This design comes from an exercise in tuning for small area, a short achievable clock period and few clock cycles on the open sky130 flow, not from production work.
In this exercise RTL edits were held to simulation tests only and were not proved equivalent to the original.
Power is estimated from default activity; no workload was simulated.

==> design/flow/design.v <==
module Cache (
    clk,
    tag,
    index,
    hit,
    dataout,
    datain,
    reset,
    we,
    re,
    loade,
    cache_enable
);
  parameter CASHENTRIES = 256;
  parameter WAYS = 4;
  parameter DATALENGTH = 32;
  parameter TAGLENGTH = 8;
  parameter LRULENGTH = 32;
  localparam INDEXLENGTH = $clog2(CASHENTRIES / WAYS);
  localparam NUM_SETS = CASHENTRIES / WAYS;
  input wire clk;
  input wire [TAGLENGTH-1:0] tag;
  input wire [INDEXLENGTH-1:0] index;
  input wire reset;
  input wire we;
  input wire re;
  input wire [DATALENGTH-1:0] datain;
  input wire cache_enable;
  output reg [DATALENGTH-1:0] dataout;
  output reg hit;
  input wire loade;
  integer i, j;
  reg     [DATALENGTH-1:0] Data         [0:NUM_SETS-1][0:WAYS-1];
  reg     [ TAGLENGTH-1:0] Tag          [0:NUM_SETS-1][0:WAYS-1];
  reg                      Valid       [0:NUM_SETS-1][0:WAYS-1];
  reg     [ LRULENGTH-1:0] LRUcounter   [0:NUM_SETS-1][0:WAYS-1];
  integer                  selected_way;
  reg                      found_place;
  reg     [ LRULENGTH-1:0] min_lru;
  always @(*) begin
    hit = 0;
    if (cache_enable && (re || we)) begin
      for (i = 0; i < WAYS; i = i + 1) if (Valid[index][i] && Tag[index][i] == tag) hit = 1;
    end
  end
  always @(posedge clk or posedge reset) begin
    if (reset) begin
      dataout <= 0;
      for (j = 0; j < NUM_SETS; j = j + 1) begin
        for (i = 0; i < WAYS; i = i + 1) begin
          Valid[j][i]      <= 0;
          LRUcounter[j][i] <= 0;
        end
      end
    end else if (loade && cache_enable) begin
      found_place  = 0;
      selected_way = 0;
      for (i = 0; i < WAYS; i = i + 1) begin
        if (!Valid[index][i] && !found_place) begin
          selected_way = i;
          found_place  = 1;
        end
      end
      if (!found_place) begin
        min_lru = LRUcounter[index][0];
        selected_way = 0;
        for (i = 1; i < WAYS; i = i + 1) begin
          if (LRUcounter[index][i] < min_lru) begin
            min_lru = LRUcounter[index][i];
            selected_way = i;
          end
        end
      end
      Data[index][selected_way]  <= datain;
      Tag[index][selected_way]   <= tag;
      Valid[index][selected_way] <= 1'b1;
      for (j = 0; j < NUM_SETS; j = j + 1) begin
        for (i = 0; i < WAYS; i = i + 1) begin
          LRUcounter[j][i] <= 0;
        end
      end
      LRUcounter[index][selected_way] <= LRUcounter[index][selected_way] + 1;
    end else if (re && cache_enable) begin
      for (i = 0; i < WAYS; i = i + 1) begin
        if (Valid[index][i] && Tag[index][i] == tag) begin
          dataout              <= Data[index][i];
          LRUcounter[index][i] <= LRUcounter[index][i] + 1;
        end
      end
    end else if (we && cache_enable) begin
      for (i = 0; i < WAYS; i = i + 1) begin
        if (Valid[index][i] && Tag[index][i] == tag) begin
          Data[index][i]       <= datain;
          LRUcounter[index][i] <= LRUcounter[index][i] + 1;
        end
      end
    end
  end
endmodule
module cache_controller (
    input wire clk,
    input wire reset,
    input wire        cpu_re,
    input wire        cpu_we,
    input wire [15:0] cpu_addr,
    input wire [31:0] cpu_wdata,
    output reg [31:0] cpu_rdata,
    output reg        ready,
    output wire        mem_re,
    output wire        mem_we,
    output wire [13:0] mem_addr,
    output wire [31:0] mem_wdata,
    input  wire [31:0] mem_rdata
);
  parameter ADDRESSLENGTH = 16;
  parameter DATALENGTH = 32;
  parameter CASHENTRIES = 64;
  parameter WAYS = 4;
  parameter BLOCKSIZE = 32;
  localparam NUM_SETS = CASHENTRIES / WAYS;
  localparam INDEXLENGTH = $clog2(NUM_SETS);
  localparam OFFSETLENGTH = $clog2(BLOCKSIZE / 8);
  localparam TAGLENGTH = ADDRESSLENGTH - INDEXLENGTH - OFFSETLENGTH;
  parameter LRULENGTH = 8;
  wire [  TAGLENGTH-1:0] tag = cpu_addr[ADDRESSLENGTH-1-:TAGLENGTH];
  wire [INDEXLENGTH-1:0] index = cpu_addr[OFFSETLENGTH+:INDEXLENGTH];
  wire [           31:0] cache_rdata;
  wire [           31:0] ram_rdata;
  wire                   hit;
  reg  [           31:0] ram_rdata_reg;
  reg ram_re, ram_we;
  reg loade;
  reg cache_enable;
  localparam IDLE = 3'd0,
                CHECK_HIT1 = 3'd1,
                WAITHIT = 3'd2,
                CHECK_HIT2 = 3'd3,
                RAM_WAIT = 3'd4,
                LOAD1 = 3'd5,
                LOAD2 = 3'd6,
                DONE = 3'd7;
  reg [2:0] state, next_state;
  Cache 
  #(
    .CASHENTRIES(CASHENTRIES),
    .WAYS(WAYS),
    .DATALENGTH(DATALENGTH),
    .TAGLENGTH(TAGLENGTH),
    .LRULENGTH(LRULENGTH)
  )cache_inst (
      .clk(clk),
      .tag(tag),
      .index(index),
      .reset(reset),
      .we(cpu_we),
      .re(cpu_re),
      .datain(loade ? ram_rdata_reg : cpu_wdata),
      .dataout(cache_rdata),
      .hit(hit),
      .loade(loade),
      .cache_enable(cache_enable)
  );
  assign ram_rdata = mem_rdata;
  assign mem_re    = ram_re;
  assign mem_we    = ram_we;
  assign mem_addr  = cpu_addr[ADDRESSLENGTH-1:OFFSETLENGTH];
  assign mem_wdata = cpu_wdata;
  reg hit_q;
  always @(posedge clk or posedge reset) begin
    if (reset) state <= IDLE;
    else state <= next_state;
  end
  always @(*) begin
    next_state = state;
    case (state)
      IDLE: begin
        if (cpu_re || cpu_we) next_state = CHECK_HIT1;
      end
      CHECK_HIT1: begin
        next_state = WAITHIT;
      end
      WAITHIT: begin
        next_state = CHECK_HIT2;
      end
      CHECK_HIT2: begin
        if (cpu_re||cpu_we) begin
          if (hit) next_state = DONE;
          else next_state = RAM_WAIT;
        end
      end
      RAM_WAIT: begin
        next_state = LOAD1;
      end
      LOAD1: begin
        next_state = LOAD2;
      end
      LOAD2: begin
        next_state = DONE;
      end
      DONE: begin
        next_state = IDLE;
      end
    endcase
  end
  always @(posedge clk or posedge reset) begin
    if (reset) begin
      ready         <= 0;
      cpu_rdata     <= 0;
      ram_re        <= 0;
      ram_we        <= 0;
      loade         <= 0;
      ram_rdata_reg <= 0;
      cache_enable  <= 0;
      hit_q         <= 0;
    end else begin
      ready <= 0;
      ram_re <= 0;
      ram_we <= 0;
      loade <= 0;
      cache_enable <= 0;
      case (state)
        IDLE: begin
        end
        CHECK_HIT1: begin
          cache_enable <= 1;
        end
        WAITHIT: begin
             cache_enable <= 1;
              if (cpu_we) ram_we <= 1;
        end
        CHECK_HIT2: begin
          if (!hit) ram_re <= 1;
          hit_q <= hit;
        end
        RAM_WAIT: begin
          ram_re <= 1;
        end
        LOAD1: begin
          ram_rdata_reg <= ram_rdata;
        end
        LOAD2: begin
          loade <= 1;
          cache_enable <= 1;
        end
        DONE: begin
          cpu_rdata <= hit_q ? cache_rdata : ram_rdata_reg;
          ready <= 1;
          cache_enable <= 0;
        end
      endcase
    end
  end
endmodule
==> design/flow/run.sh <==
#!/bin/bash
# synth_recipe.tcl (not shown) runs the flow's synth.tcl, then flattens the netlist and writes it again
# the make line also repeats each setting of config.mk as NAME=value (left out here)
make -C /OpenROAD-flow-scripts/flow DESIGN_CONFIG=/design/flow/config.mk WORK_HOME=/design/flow/orfs CLKGATE_MAP_FILE= SYNTH_SCRIPT=/design/flow/synth_recipe.tcl finish
==> design/flow/config.mk <==
export PLATFORM = sky130hd
export DESIGN_NAME = cache_controller
export DESIGN_NICKNAME = cache_controller
export VERILOG_FILES = /design/flow/design.v
export SDC_FILE = /design/flow/constraint.sdc
export NUM_CORES = 4
export LEC_CHECK = 0
export CAP_MARGIN = 20
export CORE_MARGIN = 2
export CORE_UTILIZATION = 40
export PLACE_DENSITY = 0.6
export SLEW_MARGIN = 20
==> design/flow/constraint.sdc <==
create_clock -name core_clock -period 10.0 [get_ports {clk}]
set_input_delay 2.0000 -clock core_clock [delete_from_list [all_inputs] [get_ports {clk}]]
set_output_delay 2.0000 -clock core_clock [all_outputs]
set_load 0.01 [all_outputs]
==> impl_metrics.py, run 1 <==
metrics = {
    "status": {
        "status": "timing/DRC/antenna clean",
    },
    "clocking": {
        "numClockSinks": 3369,
        "cts_max_path_buffers": 4,
        "clk_latency_ns": 0.91,
        "h-tree-depth": 5,
        "path_clk_slew_ns": 0.06,
        "holdBufCountCts": 0,
        "root_buffer": "clkbuf_16",
        "cts_buffers": 333,
        "cts_tree": "built",
    },
    "logic_synthesis": {
        "async_flop_share_pct": 20.2,
        "yosysUniqueCellTypes": 100,
        "synth_seq_cells": 3369,
        "synth_nets": 8910,
        "yosys_warnings": 6,
        "syn_area_um2": 133000,
        "synth_edf_count": 2688,
        "synth.avg_cell_area_um2": 15.1,
        "synthFlopType": "edfxtp_1",
        "ys_seq_area_share_pct": 73.7,
        "syn_inst": 8800,
    },
    "worst_setup_path": {
        "cpMostUsedCell": "buf_4",
        "crit_start": "cpu_addr[3]",
        "crit_buf_inv": 17,
        "critPathKind": "in -> reg",
        "reg2regPathDepth": 47,
        "reg2reg_from": "cache_inst.LRUcounter[56][6]$_DFFE_PP0P_",
        "critPathCapture": "cache_inst.LRUcounter[26][7]$_DFFE_PP0P_",
        "worst-path-max-fanout": 9,
        "path_depth": 49,
        "required_ns": 10.73,
        "rr_endpoint": "cache_inst.LRUcounter[26][7]$_DFFE_PP0P_",
        "rrSetupSlack_ns": 1.58,
        "cp_slowest_cell": "a222oi_1",
        "endpoint_kind": "flip-flop",
        "path_delay_family": "compound AO/OA/AOI/OAI gates",
        "cp.arrival_ns": 10.47,
        "start_kind": "primary input",
        "critical_path.max_stage_delay_ns": 0.50,
    },
    "die": {
        "die_area_um2": 336000,
        "die_h_um": 580,
        "initial_utilization_pct": 40.2,
        "row_count": 211,
        "die_width_um": 580,
        "num_io_pins": 165,
        "core_um2": 330000,
    },
    "cells_and_area": {
        "n_fill_cell": 28000,
        "fin_area_um2": 158000,
        "nNetsFinal": 9665,
        "regArea_um2": 97800,
        "largestRegisters": "cache_inst.Data x2048, cache_inst.Tag x640, cache_inst.LRUcounter x512",
        "largest_reg_flops": 2048,
        "syn2layout_area_growth_pct": 19.5,
        "layout-drive-gt1-share_pct": 19.2,
        "final_common_cell": "edfxtp_1",
        "mostFrequentLayoutCells": "2688 x edfxtp_1, 762 x buf_4, 679 x dfrtp_1",
        "multi_input_area_um2": 33100,
        "regMostFlops": "cache_inst.Data",
    },
    "route": {
        "post_drt_wl_per_cell_um": 32.6,
        "drt-pass1-iter-count": 8,
        "drc": 0,
        "ant_nets": 0,
        "drt_iter0_drc": 11500,
        "vias_per_cell": 6.33,
        "wl_mm": 462,
        "vias": 89700,
    },
    "timing": {
        "min_period_ns": 9.74,
        "setup_viol": 0,
        "hold_viol": 0,
        "setup-tns-final_ns": 0,
        "maxSlewHeadroom_pct": 20.6,
        "fmax_mhz": 103,
        "drv_slew": 0,
        "min_period_over_period_pct": 97.4,
        "finClkSkew_ns": 0.0653,
        "tightestPinTransition_ns": 1.18,
    },
    "flow_run": {
        "maxCapViolations": 0,
    },
    "place": {
        "gp_congestion": 0.928,
        "portBuffers": 162,
        "dpl.hpwl_mm": 275,
        "placed_area_um2": 147000,
    },
    "global_routing": {
        "grt-ovfl-total": 0,
        "grt_pass1_wl_mm": 653,
        "grt_antenna_before_repair": 8,
        "grt_start_max_net_pins": 190,
        "gr-usage-all-layers_pct": 26.7,
        "grt_pass1_vias": 87300,
    },
    "worst_hold_path": {
        "hold_path_class": "reg -> reg",
        "hold_start": "cache_inst.Valid[44]$_DFFE_PP0P_",
    },
    "pwr": {
        "powerDensity_nw_per_um2": 229,
        "p_leak_nw": 54.2,
        "ir_drop_mv": 0.173,
    },
}
-- metal layers --
metal  vias to the layer above  GRT usage, %  part of all wire, %
met5                         -             0               0.0054
met4                         4          10.1                  4.2
met3                       925          4.07                  9.4
met2                      5329          42.2                   46
met1                     46600          37.2                   40
li1                      36800             -                    -
-- kinds of logic (layout without fill, tap and decap cells) --
group,Yosys count,after routing,share of synthesized area [%]
AO/OA/AOI/OAI,2849,2849,15.5
XOR/XNOR,63,63,0.433
adder cells (fa/ha/maj),26,26,0.245
buffers and inverters,758,1766,2.48
flip-flops,3369,3369,73.7
multiplexers,292,292,2.36
other,0,5,0
AND/OR/NAND/NOR,1443,1444,5.25
-- repair_timing --
action | 4_1_cts | 5_1_grt
setup buffers | 8 | 31
cloned | 0 | 6
setup endpoints to repair | 2847 | 1924
resized for setup | 26 | 78
pin swaps | 8 | 48
-- synth_stat cells, types with 21 or more instances --
| cell | n | area [um2] |
|---|---|---|
| buf_1 | 119 | 447 |
| nand4_1 | 146 | 913 |
| a222oi_1 | 22 | 220 |
| o211ai_1 | 127 | 953 |
| clkbuf_1 | 433 | 1630 |
| a22o_1 | 450 | 3940 |
| and3_1 | 40 | 250 |
| nor2b_1 | 29 | 181 |
| dfrtp_1 | 681 | 17000 |
| ha_1 | 26 | 325 |
| mux2i_1 | 150 | 1500 |
| o21a_1 | 116 | 871 |
| o21ai_0 | 376 | 1880 |
| xor2_1 | 39 | 342 |
| a31oi_1 | 138 | 863 |
| o21ai_1 | 51 | 255 |
| buf_2 | 98 | 490 |
| mux2_2 | 137 | 1540 |
| inv_1 | 33 | 124 |
| edfxtp_1 | 2688 | 80700 |
| nand2b_1 | 73 | 457 |
| nor2_1 | 431 | 1620 |
| xnor2_1 | 21 | 184 |
| a21oi_1 | 390 | 1950 |
| nand2_1 | 321 | 1200 |
| o22ai_1 | 42 | 263 |
| nand3_1 | 185 | 926 |
| a22oi_1 | 583 | 4380 |
| a221oi_1 | 450 | 3940 |
| nor3_1 | 123 | 616 |
| buf_4 | 61 | 458 |
-- how the worst min path moves through the flow --
stage / cells after the start / to
floorplan: 2 / cache_inst.Valid[44]$_DFFE_PP0P_
global placement: 2 / cache_inst.Valid[44]$_DFFE_PP0P_
detailed placement: 2 / cache_inst.Valid[44]$_DFFE_PP0P_
CTS: 2 / cache_inst.Valid[44]$_DFFE_PP0P_
global route: 1 / cache_inst.Valid[33]$_DFFE_PP0P_
finish: 2 / cache_inst.Valid[44]$_DFFE_PP0P_
-- power breakdown --
group	switching, mW	internal (mW)	total (mW)
clock network	5.34	6.92	12.3
registers	0.537	16.6	17.2
logic	4.31	2.56	6.87
total	10.2	26.1	36.3
-- final cells by class --
| cell class | instances | share of cell area [%] |
|---|---|---|
| well taps | 4366 | 3.45 |
| flip-flops and latches | 3369 | 61.7 |
| multi-input cells | 4674 | 20.9 |
| diodes | 5 | 0.00789 |
| inverters | 35 | 0.0853 |
| repair buffers | 1142 | 7.32 |
| clock buffers | 425 | 5.64 |
| clock inverters | 164 | 0.934 |
-- per-stage QoR --
stage | worst slack, ns | total power, mW | util (%) | std cells | hold WS [ns]
final | 0.261 | 36.3 | 48.0 | 14200 | 0.454
after detailed placement | -1.62 | 23.7 | 44.6 | 13500 | 0.438
after global routing | -0.0282 | 37.4 | 48.0 | 14200 | 0.481
after CTS | 0.0136 | 35.9 | 47.8 | 14100 | 0.453
after floorplan | -4.07 | 20.7 | - | 8800 | 0.414
after global placement | -1.71 | 23.6 | 44.6 | 13500 | 0.434
-- worst reg2reg max path, delay by kind of cell, from the launching register on --
| kind | cells | cell delay (ns) |
|---|---|---|
| AO/OA/AOI/OAI | 19 | 3.11 |
| XOR/XNOR | 1 | 0.15 |
| adder cells (fa/ha/maj) | 3 | 0.89 |
| buffers and inverters | 14 | 2.20 |
| flip-flops | 1 | 0.38 |
| AND/OR/NAND/NOR | 10 | 1.54 |
Testbench counts, summed over its fixed seeds: cycles 227,464.
==> inputs of run 2 (changes only) <==
==> design/flow/design.v (replaced) <==
module cache_controller (
    input wire clk,
    input wire reset,
    input wire        cpu_re,
    input wire        cpu_we,
    input wire [15:0] cpu_addr,
    input wire [31:0] cpu_wdata,
    output wire [31:0] cpu_rdata,
    output reg         ready,
    output wire        mem_re,
    output wire        mem_we,
    output wire [13:0] mem_addr,
    output wire [31:0] mem_wdata,
    input  wire [31:0] mem_rdata
);
  localparam LINES = 64;
  wire [3:0] s = cpu_addr[5:2];
  wire [9:0] t = cpu_addr[15:6];
  wire req = cpu_re | cpu_we;
  reg  [LINES-1:0] V;         
  reg  [LINES-1:0] H;         
  wire [LINES*10-1:0] tag_all;
  wire [LINES*7-1:0]  u_all;
  wire [LINES*32-1:0] data_all;
  reg        odd_v;
  reg  [5:0] odd_line;
  reg        fill_pend;
  reg  [5:0] fill_line;
  reg  [5:0] line_q;
  reg        rsel_mem;
  wire [39:0] stag = tag_all[s*40 +: 40];
  wire [27:0] su   = u_all[s*28 +: 28];
  wire [3:0]  sv   = V[s*4 +: 4];
  wire [3:0]  sh   = H[s*4 +: 4];
  wire [3:0] hitw;
  wire [7:0] c [0:3];
  genvar j;
  generate
    for (j = 0; j < 4; j = j + 1) begin : way
      assign hitw[j] = sv[j] && stag[j*10 +: 10] == t;
      assign c[j] = {sh[j] ? su[j*7 +: 7] : 7'd0,
                     odd_v && odd_line == {s, j[1:0]}};
    end
  endgenerate
  wire hit = |hitw;
  wire le01 = c[0] <= c[1];
  wire le02 = c[0] <= c[2];
  wire le03 = c[0] <= c[3];
  wire le12 = c[1] <= c[2];
  wire le13 = c[1] <= c[3];
  wire le23 = c[2] <= c[3];
  reg [3:0] vict;
  always @(*) begin
    if (!sv[0])      vict = 4'b0001;
    else if (!sv[1]) vict = 4'b0010;
    else if (!sv[2]) vict = 4'b0100;
    else if (!sv[3]) vict = 4'b1000;
    else if (le01 && le02 && le03)    vict = 4'b0001;
    else if (!le01 && le12 && le13)   vict = 4'b0010;
    else if (!le02 && !le12 && le23)  vict = 4'b0100;
    else                              vict = 4'b1000;
  end
  wire [3:0] wsel = hit ? hitw : vict;       
  wire [1:0] wenc = {wsel[3] | wsel[2], wsel[3] | wsel[1]};
  wire [5:0] line = {s, wenc};
  wire [7:0] cw = (wsel[0] ? c[0] : 8'd0) | (wsel[1] ? c[1] : 8'd0) |
                  (wsel[2] ? c[2] : 8'd0) | (wsel[3] ? c[3] : 8'd0);
  wire       vw = |(wsel & sv);
  wire [7:0] old = vw ? cw : 8'd0;
  wire [6:0] u_new = old[7:1] + {6'd0, hit | old[0]};
  wire data_wr = cpu_we;                      
  wire fill_do = fill_pend && !data_wr;
  wire [31:0] wbus = data_wr ? cpu_wdata : mem_rdata;
  genvar i;
  generate
    for (i = 0; i < LINES; i = i + 1) begin : ln
      reg [9:0]  tg;
      reg [6:0]  u;
      reg [31:0] d;
      wire sel = req && line == i;
      wire fsel = fill_do && fill_line == i;
      always @(posedge clk) begin
        if (sel && !hit) tg <= t;
        if (sel) u <= u_new;
        if ((sel && data_wr) || fsel) d <= wbus;
      end
      assign tag_all[i*10 +: 10] = tg;
      assign u_all[i*7 +: 7] = u;
      assign data_all[i*32 +: 32] = d;
    end
  endgenerate
  always @(posedge clk or posedge reset) begin
    if (reset) V <= {LINES{1'b0}};
    else if (req && !hit) V[line] <= 1'b1;
  end
  always @(posedge clk) begin
    if (req) begin
      if (!hit) H <= {{(LINES-1){1'b0}}, 1'b1} << line;
      else H[line] <= 1'b1;
    end
  end
  always @(posedge clk or posedge reset) begin
    if (reset) begin
      odd_v     <= 1'b0;
      fill_pend <= 1'b0;
      ready     <= 1'b0;
    end else begin
      ready <= req;
      if (req && !hit) odd_v <= ~old[0];
      if (cpu_re && !hit) fill_pend <= 1'b1;
      else if (fill_do || (data_wr && line == fill_line)) fill_pend <= 1'b0;
    end
  end
  always @(posedge clk) begin
    if (req && !hit) odd_line <= line;
    if (cpu_re && !hit) fill_line <= line;
    line_q   <= line;
    rsel_mem <= cpu_re && !hit;
  end
  assign cpu_rdata = rsel_mem ? mem_rdata : data_all[line_q*32 +: 32];
  assign mem_re    = cpu_re && !hit && !reset;
  assign mem_we    = cpu_we && !reset;
  assign mem_addr  = cpu_addr[15:2];
  assign mem_wdata = cpu_wdata;
endmodule
==> impl_metrics.py, run 2 <==
metrics = {
    "die": {
        "num_io_pins": 165,
        "core_um2": 329000,
        "die_area_um2": 335000,
        "initial_utilization_pct": 40.1,
        "die_h_um": 579,
        "die_width_um": 579,
        "row_count": 211,
    },
    "logic_synthesis": {
        "synth.avg_cell_area_um2": 21.8,
        "synth_most_common_cell": "edfxtp_1",
        "syn_inst": 6052,
        "yosys_warnings": 1,
        "synth_nets": 6192,
        "ys_seq_area_share_pct": 74.4,
        "synth_top_area_share_pct": 73.0,
        "synthFlopType": "edfxtp_1",
        "synth_seq_cells": 3286,
        "yosysUniqueCellTypes": 102,
        "synth_largest_area_cell": "edfxtp_1",
        "async_flop_share_pct": 2.04,
        "synth_edf_count": 3212,
        "synth_top_cells_by_area": "edfxtp_1 73%, mux4_2 16%, dfrtp_1 1.3%, mux2i_1 1.1%, mux2_2 0.61%",
        "synthTopCellsByCount": "3212 x edfxtp_1, 968 x mux4_2, 184 x clkbuf_1",
        "syn_area_um2": 132000,
    },
    "worst_setup_path": {
        "endpoint_kind": "output pin",
        "critical_path.max_stage_delay_ns": 0.67,
        "worst-path-max-fanout": 52,
        "cpMostUsedCell": "nand2_1",
        "critPathKind": "in -> out",
        "start_kind": "primary input",
        "cp_slowest_cell": "a22oi_1",
        "crit_buf_inv": 3,
        "cp.arrival_ns": 7.23,
        "path_delay_family": "simple AND/OR/NAND/NOR gates",
        "crit_chain": "buf_8 -> buf_4 -> mux4_2 -> a22oi_1 -> nand2_1 -> o21ai_0 -> nor3_1 -> nand4_1 -> and4_1 -> nand2_1 -> nor2_1 -> clkdlybuf4s50_1",
        "required_ns": 8.00,
    },
    "pwr": {
        "combPwrFrac_pct": 17.3,
        "seq_power_share_pct": 46.3,
        "p_switching_mw": 8.60,
        "sw_frac_of_total_pct": 25.2,
        "p_clk_share_pct": 36.4,
        "ir_drop_mv": 0.213,
        "intPower_mw": 25.6,
        "p_leak_nw": 48.4,
        "powerDensity_nw_per_um2": 225,
    },
    "place": {
        "portBuffers": 162,
        "gp_congestion": 0.887,
        "dpl.hpwl_mm": 196,
    },
    "timing": {
        "min_period_ns": 9.23,
        "finClkSkew_ns": 0.132,
        "hold_viol": 0,
        "maxSlewHeadroom_pct": 25.4,
        "hold_slack_ns": 0.457,
        "tightestPinTransition_ns": 1.12,
        "fmax_mhz": 108,
        "drv_slew": 0,
        "min_period_over_period_pct": 92.3,
        "setup_viol": 0,
        "rsz0062_at_grt": "no",
    },
    "route": {
        "drt-pass1-iter-count": 5,
        "vias": 65100,
        "ant_nets": 0,
        "vias_per_cell": 5.87,
        "wl_mm": 344,
        "post_drt_wl_per_cell_um": 31.0,
        "drc": 0,
        "drt_iter0_drc": 8218,
    },
    "clocking": {
        "numClockSinks": 3286,
        "cts_tree": "built",
        "post_cts.repair.setup_buffers": 0,
        "path_clk_slew_ns": 0.06,
        "cts_max_path_buffers": 4,
        "cts_buffers": 346,
        "holdBufCountCts": 0,
        "h-tree-depth": 5,
        "root_buffer": "clkbuf_16",
        "cts_resized": 0,
        "clk_latency_ns": 0.97,
    },
    "cells_and_area": {
        "largestRegisters": "ln.d x2048, ln.tg x640, ln.u x448",
        "utilization_pct": 46.1,
        "largest_reg_flops": 2048,
        "mostFrequentLayoutCells": "3212 x edfxtp_1, 968 x mux4_2, 352 x clkbuf_16",
        "syn2layout_area_growth_pct": 14.9,
        "nNetsFinal": 6595,
        "regMostFlops": "ln.d",
        "layout-drive-gt1-share_pct": 29.5,
        "n_fill_cell": 27200,
        "final_common_cell": "edfxtp_1",
    },
    "global_routing": {
        "gr-usage-all-layers_pct": 20.4,
        "grt-ovfl-total": 0,
        "grt_pass1_wl_mm": 491,
        "grt_pass1_vias": 66100,
        "grt_start_max_net_pins": 143,
        "grt_antenna_before_repair": 10,
    },
    "worst_hold_path": {
        "hold_path_class": "reg -> reg",
    },
    "flow_run": {
        "maxCapViolations": 0,
    },
    "status": {
        "status": "timing/DRC/antenna clean",
    },
}
## run 2: changes by cell type after synthesis, moves of 288 or more
cell	before	now
mux4_2	3	968
dfrtp_1	681	67
a22oi_1	583	29
edfxtp_1	2688	3212
a221oi_1	450	6
a22o_1	450	26
a21oi_1	390	46
o21ai_0	376	88
## run 2: worst paths after layout
check                      depth (start not counted)  slack [ns]                endpoint               from
min in group asynchronous                          3        1.70         ready$_DFF_PP0_              reset
min reg2reg                                        1        0.46       V[56]$_DFFE_PP0P_  V[56]$_DFFE_PP0P_
max in group asynchronous                          3        7.49       V[40]$_DFFE_PP0P_              reset
min                                                1        0.46       V[56]$_DFFE_PP0P_  V[56]$_DFFE_PP0P_
max reg2reg                                       20        2.88  ln[34].d[27]$_DFFE_PP_    H[34]$_DFFE_PN_
max                                               12        0.77                  mem_re        cpu_addr[2]
## run 2: final cells by class
type	count	area [um2]	share of cell area, %
clock inverter	177	1690	1.12
antenna	5	12.5	0.00824
inverter	35	134	0.0882
sequential	3286	98300	64.8
clock buffer	436	9170	6.04
multi-input combinational	2318	32400	21.3
timing repair buffer	468	4650	3.07
tap	4366	5460	3.60
## run 2: kinds of logic after synthesis
group	after synthesis	share of synthesized area, %
fa+ha+maj	56	0.530
mux	1184	18.2
buf+inv	448	1.80
flops	3286	74.4
compound gates	441	2.48
xor+xnor	70	0.470
simple gates	567	2.13
## run 2: metrics by stage
step / std cells / power [mW] / instance area (um2) / setup TNS [ns] / setup WS [ns]
6_report: 11100 / 34.2 / 152000 / 0 / 0.771
5_1_grt: 11100 / 35.3 / 152000 / 0 / 0.749
3_3_place_gp: 10500 / 22.0 / 141000 / 0 / 0.602
2_1_floorplan: 6052 / 20.2 / 132000 / -4.44 / -0.0693
4_1_cts: 11100 / 34.5 / 152000 / 0 / 0.876
3_5_place_dp: 10500 / 22.1 / 141000 / 0 / 0.663
## run 2: per-layer routing
metal | share of wire (%) | global-route usage [%]
met2 | 50 | 33.9
met1 | 41 | 28.2
met3 | 6.9 | 2.72
met5 | 0.0038 | 0
met4 | 2.8 | 5.78
## run 2: power by group through the flow
stage          Sequential (mW)  Combinational, mW  Clock (mW)
4_1_cts                   15.8               6.00        12.6
3_5_place_dp              16.1               5.98           0
3_3_place_gp              16.1               5.94           0
2_1_floorplan             16.0               4.18           0
5_1_grt                   15.8               6.27        13.1
6_report                  15.8               5.92        12.4
Testbench counts of run 2, summed over its fixed seeds: cycles 32,000.

afterwards: timing with drivers on the ports:
The flow's constraints put no driver on any port. The routed layouts listed below were extracted and timed again, unchanged, in two steps.
Step 1 sets driving cells, clkbuf_16 on the clock port and buf_2 on the other inputs (assumed; they add their load-dependent delay and slew).
Step 2 also shifts input and output timing later by t, the mid clock arrival at the registers, as if the neighbouring blocks saw the same clock.
a / b / c = ideal ports / drivers / drivers and shift; a / b = the first two.
run	shift t [ns]	setup WS [ns]	slew at the worst register clock pin (ns)	worst data-port slew with drivers (ns)
run 1	0.982	0.261 / 0.321 / -0.661	0.07 / 0.07	0.10
run 2	1.011	0.771 / 0.724 / 0.485	0.06 / 0.06	0.19
With both steps, setup timing fails in run 1, where it was met with ideal ports. The setup slack of run 1, which loses most, moves by +0.060 ns with the drivers and by -0.922 ns with both steps.
